Background: an optimization exercise with open tools, aiming at small area. Do not read the settings as production practice.
Only simulation tests tie the RTL to the original design; equivalence was not proved.
Power is estimated from default activity; no workload was simulated.

==> flow/design.v (excerpt) <==
module EE314_GROUP38(
    input              clk,         
    input              rst,         
    output     [6:0]   HEX0,
    output     [6:0]   HEX1,
    output     [6:0]   HEX2,
    output     [6:0]   HEX3,
    output     [6:0]   HEX4,
    output     [6:0]   HEX5,
    input      [3:0]   KEY,
    input      [1:0]   SW,
    output             VGA_BLANK_N,
    output     [7:0]   VGA_B,
    output             VGA_HS,
    output     [7:0]   VGA_R,
    output     [7:0]   VGA_G,
    output             VGA_SYNC_N,
    output             VGA_VS
);
For scale: roughly 740 cells after synthesis, roughly 78 I/O pins, roughly 5200 um^2 of cells after synthesis.
==> module vga_driver, before the edit <==
module vga_driver (
    input  wire       clk,
    input  wire       rst,
    output reg  [9:0] H,
    output reg  [9:0] V,
    output wire       de,
    output wire       hs,
    output wire       vs,
    output wire       frame_sync
);
    reg ldt;
    wire h_end = H[9] & H[8] & (&H[4:0]);         
    wire v_end = V[9] & V[3] & V[2];               
    always @(posedge clk) begin
        if (rst) begin
            H   <= 10'd0;
            V   <= 10'd0;
            ldt <= 1'b0;
        end else begin
            H   <= h_end ? 10'd0 : H + 10'd1;
            ldt <= h_end;
            V   <= (ldt && v_end) ? 10'd0 : V + {9'd0, ldt};
        end
    end
    assign de = (H < 10'd640) && (V < 10'd480);
    assign hs = !((H >= 10'd666) && (H <= 10'd761));
    assign vs = !((V[8:0] == 9'd491) || (V[8:0] == 9'd492));
    assign frame_sync = (V[8:0] == 9'd493) && (H == 10'd2);
endmodule
==> module game_state_controller, before the edit <==
module game_state_controller (
    input  wire       clk,
    input  wire       rst,
    input  wire       tick,
    input  wire       mv_l,
    input  wire       mv_r,
    input  wire       atk,
    input  wire       sw0,
    output wire [1:0] st,
    output reg        mode_1p,
    output reg  [9:0] px,
    output wire [1:0] ps,
    output wire [1:0] cdp
);
    localparam [4:0] K_MENU = 5'd24, K_CD = 5'd25;
    reg [4:0] k;
    reg       pv;
    reg       dir_latch, dir_attack;
    wire menu = k[4] & k[3] & ~k[0];      
    wire cd   = k[4] & k[3] &  k[0];      
    wire gp   = !(k[4] & k[3]);
    assign st = menu ? 2'b00 : cd ? 2'b01 : 2'b10;
    wire any_btn = mv_l | mv_r | atk;
    wire start   = tick && any_btn && !pv;
    wire cd_done = px[8] & px[5] & px[4];
    assign cdp = (px[8:0] < 9'd184) ? 2'd3 : (px[8:0] < 9'd244) ? 2'd2 : cd_done ? 2'd0 : 2'd1;
    wire idle  = (k == 5'd0);
    wire k_end = (k == {4'b1011, ~dir_attack});
    assign ps = idle ? 2'd0 :
                (k <= {4'b0010, ~dir_attack}) ? 2'd1 :
                (k <= 5'd7) ? 2'd2 : 2'd3;
    wire [9:0] px_step = px + (cd ? 10'd1 : mv_l ? 10'h3fe : 10'd3);
    wire low_clamp  = (px[9:1] == 9'd0);         
    wire high_clamp = px[9] & px[6] & (px[5] | (&px[4:1]));
    always @(posedge clk) begin
        if (rst) begin
            mode_1p <= 1'b0;
        end else if (tick) begin
            mode_1p <= sw0;
        end
    end
    always @(posedge clk) begin
        if (rst) begin
            k <= K_MENU; pv <= 1'b0; px <= 10'd304;
            dir_latch <= 1'b0; dir_attack <= 1'b0;
        end else if (menu) begin
            px <= start ? 10'd124 : 10'd304;
            if (tick) pv <= any_btn;
            if (start) k <= K_CD;
        end else if (cd) begin
            pv <= 1'b0;
            if (tick) begin
                if (cd_done) k <= 5'd0;
                else px <= px_step;
            end
        end else if (tick) begin
            pv <= atk;
            if (idle) begin
                dir_latch <= mv_l | mv_r;
                if (atk && !pv) begin
                    dir_attack <= dir_latch;
                    k <= 5'd1;
                end else if (mv_l)
                    px <= low_clamp ? 10'd0 : px_step;
                else if (mv_r)
                    px <= high_clamp ? 10'd608 : px_step;
            end else
                k <= k_end ? 5'd0 : k + 5'd1;
        end
    end
endmodule
export LEC_CHECK = 0
export CAP_MARGIN = 20
export CORE_MARGIN = 2
export CORE_UTILIZATION = 40
export CTS_BUF_LIST = sky130_fd_sc_hd__clkbuf_8
export PLACE_DENSITY = 0.6
export SLEW_MARGIN = 20
create_clock -name core_clock -period 40.0 [get_ports {clk}]
standard.sh (not shown) runs the stock make flow with config.mk's settings and CLKGATE_MAP_FILE= SYNTH_SCRIPT=/design/flow/synth_recipe.tcl, a recipe that flattens the netlist after the stock synthesis.
==> flow/flow/run.sh <==
#!/bin/bash
# Own layout flow: the standard flow (standard.sh), with two changes:
#  - after the standard synthesis, the combinational logic between the
#    flip-flops and ports is re-synthesised for area with Yosys and ABC
#    (flow/remap.tcl; eight ABC deepsyn runs with different seeds and
#    starting points, each followed by a don't-care resubstitution pass
#    (mfs2) and remapping; the smallest result is kept); the flip-flops are
#    left exactly as the standard synthesis made them;
#  - ports are buffered with 1x buffers;
#  - the constant outputs share one tie cell (no repair_tie_fanout).
# The clock tree uses 8x clock buffers and no dummy loads (CTS_ARGS).
# Each tool's full output goes to a log file of its own in the work folder.
set -euo pipefail
here=$(cd "$(dirname "${BASH_SOURCE[0]}")" && pwd)
work=$(pwd)
res=$work/orfs/results/${FLOW_PLATFORM}/EE314_GROUP38/base
export BUFFER_PORTS_ARGS="-buffer_cell sky130_fd_sc_hd__buf_1"
export SKIP_REPAIR_TIE_FANOUT=1
export CTS_ARGS="-sink_clustering_enable -repair_clock_nets -buf_list sky130_fd_sc_hd__clkbuf_8 -dont_use_dummy_load"

bash standard.sh synth > synth.log 2>&1

export REMAP_DIR=$work/remap
mkdir -p "$REMAP_DIR"
export REMAP_LIB=$FLOW_HOME/platforms/${FLOW_PLATFORM}/lib/sky130_fd_sc_hd__tt_025C_1v80.lib
export REMAP_CELLS=$REMAP_DIR/cells.v
export REMAP_IN=$REMAP_DIR/1_2_yosys.standard.v
cp "$res/1_2_yosys.v" "$REMAP_IN"
python3 "$here/cells.py" "$REMAP_LIB" "$REMAP_CELLS" > cells.log 2>&1
pre="dc2; balance; rewrite; refactor; balance; rewrite; rewrite -z; balance; refactor -z; rewrite -z; balance"
post="dch; amap; mfs2 -W 4 -M 500; strash; dch; amap; topo"
run_remap() {  # $1: run number, $2: deepsyn seed, $3: 1 to start from a rewritten graph
  local p=""
  [[ $3 == 1 ]] && p="$pre; "
  echo "strash; $p&get -n; &deepsyn -T 300 -S $2; &put; $post" > "$REMAP_DIR/s$1.abc"
  REMAP_SCRIPT=$REMAP_DIR/s$1.abc REMAP_OUT=$REMAP_DIR/out$1.v REMAP_STAT=$REMAP_DIR/stat$1.txt \
    yosys -c "$here/remap.tcl" > "remap$1.log" 2>&1
}
# two rounds of four runs in parallel (NUM_CORES is 4)
for round in 0 1; do
  pids=()
  for i in 1 2 3 4; do
    n=$((round * 4 + i))
    run_remap "$n" "$n" $((i % 2)) &
    pids+=($!)
  done
  for p in "${pids[@]}"; do wait "$p" || true; done
done
best=""; best_area=""
for s in 1 2 3 4 5 6 7 8; do
  [[ -s $REMAP_DIR/out$s.v && -s $REMAP_DIR/stat$s.txt ]] || continue
  a=$(awk '/Chip area/ {print $NF}' "$REMAP_DIR/stat$s.txt")
  if [[ -z $best_area ]] || awk -v a="$a" -v b="$best_area" 'BEGIN {exit !(a < b)}'; then
    best=$s; best_area=$a
  fi
done
[[ -n $best ]] || { echo "remap failed" >&2; exit 1; }
echo "remap: kept run $best, area $best_area" > remap.log
cp "$REMAP_DIR/out$best.v" "$res/1_2_yosys.v"
rm -f "$res/1_synth.odb" "$res/1_synth.sdc"
bash standard.sh synth > synth_odb.log 2>&1

bash standard.sh finish > layout.log 2>&1
Other scripts of this flow, unchanged in this note and not shown: flow/flow/cells.py, flow/flow/remap.tcl
The first run passed the timing, design-rule and antenna checks.
==> next run, changes <==
--- a/flow/design.v
+++ b/flow/design.v
@@ -143,8 +143,8 @@
     end
     assign de = (H < 10'd640) && (V < 10'd480);
     assign hs = !((H >= 10'd666) && (H <= 10'd761));
-    assign vs = !((V[8:0] == 9'd491) || (V[8:0] == 9'd492));
-    assign frame_sync = (V[8:0] == 9'd493) && (H == 10'd2);
+    assign vs = !((V == 10'd491) || (V == 10'd492));
+    assign frame_sync = (V == 10'd493) && (H == 10'd2);
 endmodule
 module game_state_controller (
     input  wire       clk,
@@ -164,13 +164,13 @@
     reg [4:0] k;
     reg       pv;
     reg       dir_latch, dir_attack;
-    wire menu = k[4] & k[3] & ~k[0];      
-    wire cd   = k[4] & k[3] &  k[0];      
+    wire menu = (k == K_MENU);
+    wire cd   = (k == K_CD);
     wire gp   = !(k[4] & k[3]);
     assign st = menu ? 2'b00 : cd ? 2'b01 : 2'b10;
     wire any_btn = mv_l | mv_r | atk;
     wire start   = tick && any_btn && !pv;
-    wire cd_done = px[8] & px[5] & px[4];
+    wire cd_done = (px == 10'd304);
     assign cdp = (px[8:0] < 9'd184) ? 2'd3 : (px[8:0] < 9'd244) ? 2'd2 : cd_done ? 2'd0 : 2'd1;
     wire idle  = (k == 5'd0);
     wire k_end = (k == {4'b1011, ~dir_attack});
@@ -179,7 +179,7 @@
                 (k <= 5'd7) ? 2'd2 : 2'd3;
     wire [9:0] px_step = px + (cd ? 10'd1 : mv_l ? 10'h3fe : 10'd3);
     wire low_clamp  = (px[9:1] == 9'd0);         
-    wire high_clamp = px[9] & px[6] & (px[5] | (&px[4:1]));
+    wire high_clamp = (px > 10'd605);
     always @(posedge clk) begin
         if (rst) begin
             mode_1p <= 1'b0;
What happened: The changed run finished clean. Design area went up by about 1%. Utilization went up by 0.27 points. Fmax went down by 1.3%. Wire length went down by about 4%. Sequential power went down by about 0.4%. Power is about the same.

[re-timing with driven ports]
How much do the figures lean on ideal ports? The routed layouts below were timed once more, with nothing changed but the port constraints.
Step 1: set_driving_cell puts a clkbuf_16 on clk and a buf_2 on each other input, an assumption about the parent block.
Step 2 adds t to the input delays and takes it off the output delays; t is the mean of the earliest and latest rising clock arrival at the registers after step 1. Input paths then give back, and output paths get back, about the clock's delay inside the block.
Slacks: ideal ports / drivers / drivers and shift; pairs: ideal ports / drivers.
run	shift t [ns]	setup WS [ns]	worst setup path at the end	cell pins on the clock port's net
the first run	0.382	29.715 / 29.704 / 29.339	input to register	1
the second run	0.374	29.583 / 29.551 / 29.282	input to register	1
After both steps every run listed still meets setup and hold. For the first run, which loses most, drivers alone change the setup slack by -0.011 ns; drivers and shift together by -0.376 ns.
